From an optimization exercise on the open Yosys and OpenROAD flow, aimed at small area; shortcuts taken in it are not production practice.
Only simulation tests tie the RTL to the original design; equivalence was not proved.
Power figures rest on the tool's default switching activity, not on a simulated workload.

run 3:
## apb_i2c_master
module apb_i2c_master #(
  parameter int APB_ADDR_WIDTH = 8,
  parameter int CLK_DIV_WIDTH  = 16
) (
  input  logic                      pclk,
  input  logic                      presetn,
  input  logic [APB_ADDR_WIDTH-1:0] paddr,
  input  logic                      psel,
  input  logic                      penable,
  input  logic                      pwrite,
  input  logic [31:0]               pwdata,
  output logic [31:0]               prdata,
  output logic                      pready,
  output logic                      pslverr,
  input  logic                      scl_i,
  output logic                      scl_o,
  output logic                      scl_oe,
  output logic                      sda_o,
  output logic                      sda_oe,
  input  logic                      sda_i,
  output logic                      irq
);
For scale: roughly 370 cells after synthesis, about 86 I/O pins, ~0.0042 mm^2 of cells after synthesis.
export LEC_CHECK = 0
export CAP_MARGIN = 20
export CORE_MARGIN = 2
export CORE_UTILIZATION = 65
export PLACE_DENSITY = 0.8
export SLEW_MARGIN = 20
create_clock -name core_clock -period 10.0 [get_ports {pclk}]
standard.sh (not shown) runs the stock make flow with config.mk's settings and CLKGATE_MAP_FILE= SYNTH_SCRIPT=/design/flow/synth_recipe.tcl, a recipe that flattens the netlist after the stock synthesis.
==> flow/flow/run.sh <==
#!/bin/bash
# Standard ORFS layout (the standard.sh) with:
#  - the standard synthesis, whose combinational logic is then re-mapped for
#    area by Yosys/ABC (registers untouched, see flow/resyn.ys);
#  - the smallest drive strength for every logic cell after floorplan, the
#    later repair steps sizing up what timing, slew or capacitance need;
#  - buf_1 port buffers, one tie cell per level, no dummy clock loads.
set -euo pipefail
W=$PWD
R=$W/orfs/results/sky130hd/apb_i2c_master/base
LIB=$FLOW_HOME/platforms/sky130hd/lib/sky130_fd_sc_hd__tt_025C_1v80.lib
bash standard.sh synth > synth.log 2>&1
cp $R/1_2_yosys.v $W/standard_1_2_yosys.v
DU=""
for c in $(sed -n '/^export DONT_USE_CELLS/,/^$/p' $FLOW_HOME/platforms/sky130hd/config.mk | grep -o 'sky130_fd_sc_hd__[a-z0-9_]*'); do DU="$DU -dont_use $c"; done
# four seeds of the same re-mapping in parallel; the smallest netlist is kept
best=""; best_area=""
for s in 1 2 3 4; do
  sed "s|@SEED@|$s|" flow/resyn.abc.in > $W/resyn_$s.abc
  sed -e "s|@LIB@|$LIB|g" -e "s|@NETLIST@|$W/standard_1_2_yosys.v|" -e "s|@DONTUSE@|$DU|" \
      -e "s|@ABC@|$W/resyn_$s.abc|" -e "s|@OUT@|$W/resyn_$s.v|" -e "s|resyn_stat.txt|resyn_stat_$s.txt|" \
      flow/resyn.ys > $W/resyn_run_$s.ys
  yosys -s $W/resyn_run_$s.ys > resyn_$s.log 2>&1 &
done
wait
for s in 1 2 3 4; do
  a=$(sed -n "/=== apb_i2c_master ===/,/Chip area for module/p" resyn_stat_$s.txt 2>/dev/null | awk '/Chip area/ {print $NF}' || true)
  echo "seed $s: $a" >> resyn_choice.log
  if [[ -n "$a" && -f $W/resyn_$s.v ]] && { [[ -z "$best" ]] || awk -v a="$a" -v b="$best_area" 'BEGIN {exit !(a < b)}'; }; then
    best=$s; best_area=$a
  fi
done
echo "kept seed $best ($best_area)" >> resyn_choice.log
cp $W/resyn_$best.v $R/1_2_yosys.v
touch $R/1_2_yosys.v
export BUFFER_PORTS_ARGS="-buffer_cell sky130_fd_sc_hd__buf_1"
export SKIP_REPAIR_TIE_FANOUT=1
export POST_FLOORPLAN_TCL="$W/flow/downsize.tcl"
export CTS_ARGS="-sink_clustering_enable -repair_clock_nets -dont_use_dummy_load -buf_list sky130_fd_sc_hd__clkbuf_4 -root_buf sky130_fd_sc_hd__clkbuf_8 -sink_clustering_size 10 -sink_clustering_max_diameter 60"
bash standard.sh > standard.log 2>&1
Other scripts of this flow, unchanged in this note and not shown: flow/flow/downsize.tcl, flow/flow/resyn.abc.in, flow/flow/resyn.ys
Run 3 reached the final stage; the timing, DRC and antenna checks on its layout passed.
What run 4 does differently from run 3 at the input level:
-- flow/design.v --
<<< run 3, line 249
  wire stop_only = cmd_stop & ~cmd_start & ~wr_or_rd;
  always_ff @(posedge pclk) begin
    if (st_idle) begin
      active_stop    <= cmd_stop;
      active_read    <= cmd_read;
      active_ack     <= cmd_ack;
      shift_reg      <= {txdata_reg, 1'b1};
    end
    if (state == BIT_SEND && scl_tick && (!scl_drive_low || shift_reg[6:0] == 7'd0))
      shift_reg <= {shift_reg[7:0], 1'b0};
    if (ack_sample)
      shift_reg <= 9'd1;
    if (state == BIT_RECV && scl_tick && scl_drive_low && !shift_reg[7])
      shift_reg <= {shift_reg[7:0], sda_sync};
    if (set_rx_valid)
      shift_reg[7] <= 1'b0;
  end
  always_ff @(posedge pclk)
>>> run 4, line 249
  wire stop_only = cmd_stop & ~cmd_start & ~wr_or_rd;
  always_ff @(posedge pclk) begin
    if (en) begin
      if (st_idle) begin
        active_stop    <= cmd_stop;
        active_read    <= cmd_read;
        active_ack     <= cmd_ack;
        shift_reg      <= {txdata_reg, 1'b1};
      end
      if (state == BIT_SEND && scl_tick && (!scl_drive_low || shift_reg[6:0] == 7'd0))
        shift_reg <= {shift_reg[7:0], 1'b0};
      if (ack_sample)
        shift_reg <= 9'd1;
      if (state == BIT_RECV && scl_tick && scl_drive_low && !shift_reg[7])
        shift_reg <= {shift_reg[7:0], sda_sync};
      if (set_rx_valid)
        shift_reg[7] <= 1'b0;
    end
  end
  always_ff @(posedge pclk)
Run 4 vs. run 3: ratio of total power to cell area -about 6.6%, sequential portion of the cell area moved down.
Maximum clock frequency was higher in the run labelled run 4.
Area of placed instances in run 4 vs run 3: up 0.94%
Re area added between synthesis and finish: run 3 was higher than run 4.
Run 4 vs run 3: die area up
Most common library cell in the layout ignoring fill and taps: nor2_1 -> run 4, buf_1 -> run 3
| path length in cells of the critical path | run 4 vs run 3 | 1 lower |
Higher detailed-route wire length was reported by run 3, not run 4.
Relative to run 3, the design internal power of run 4 is lower by 0.025 mW.
Non-clock buffer count ended up 1 lower on run 4 than on run 3.

## afterwards: timing with drivers on the ports
No port has a modelled driver above. Below, the same layouts with a new extraction and two added sets of constraints.
Step 1, drivers: a clkbuf_16 drives pclk and a buf_2 each remaining input, both assumed.
Step 2 moves the port delays by t, midway between the first and last clock arrival at a register: inputs arrive t later, outputs are due t later. That takes back most of the time a late clock gives input paths.
Three values: ideal ports, drivers, drivers and shift; two values: the first two.
run	t (ns)	slack for setup (ns)	worst setup path at the end	worst slew at a driven data input, ns
run 3	0.387	4.014 / 3.989 / 3.989	input to output	0.03
run 4	0.379	4.065 / 4.046 / 4.046	input to output	0.03
After both steps every run listed still meets setup and hold. For run 3, which loses most, drivers alone change the setup slack by -0.025 ns; drivers and shift together by -0.025 ns.
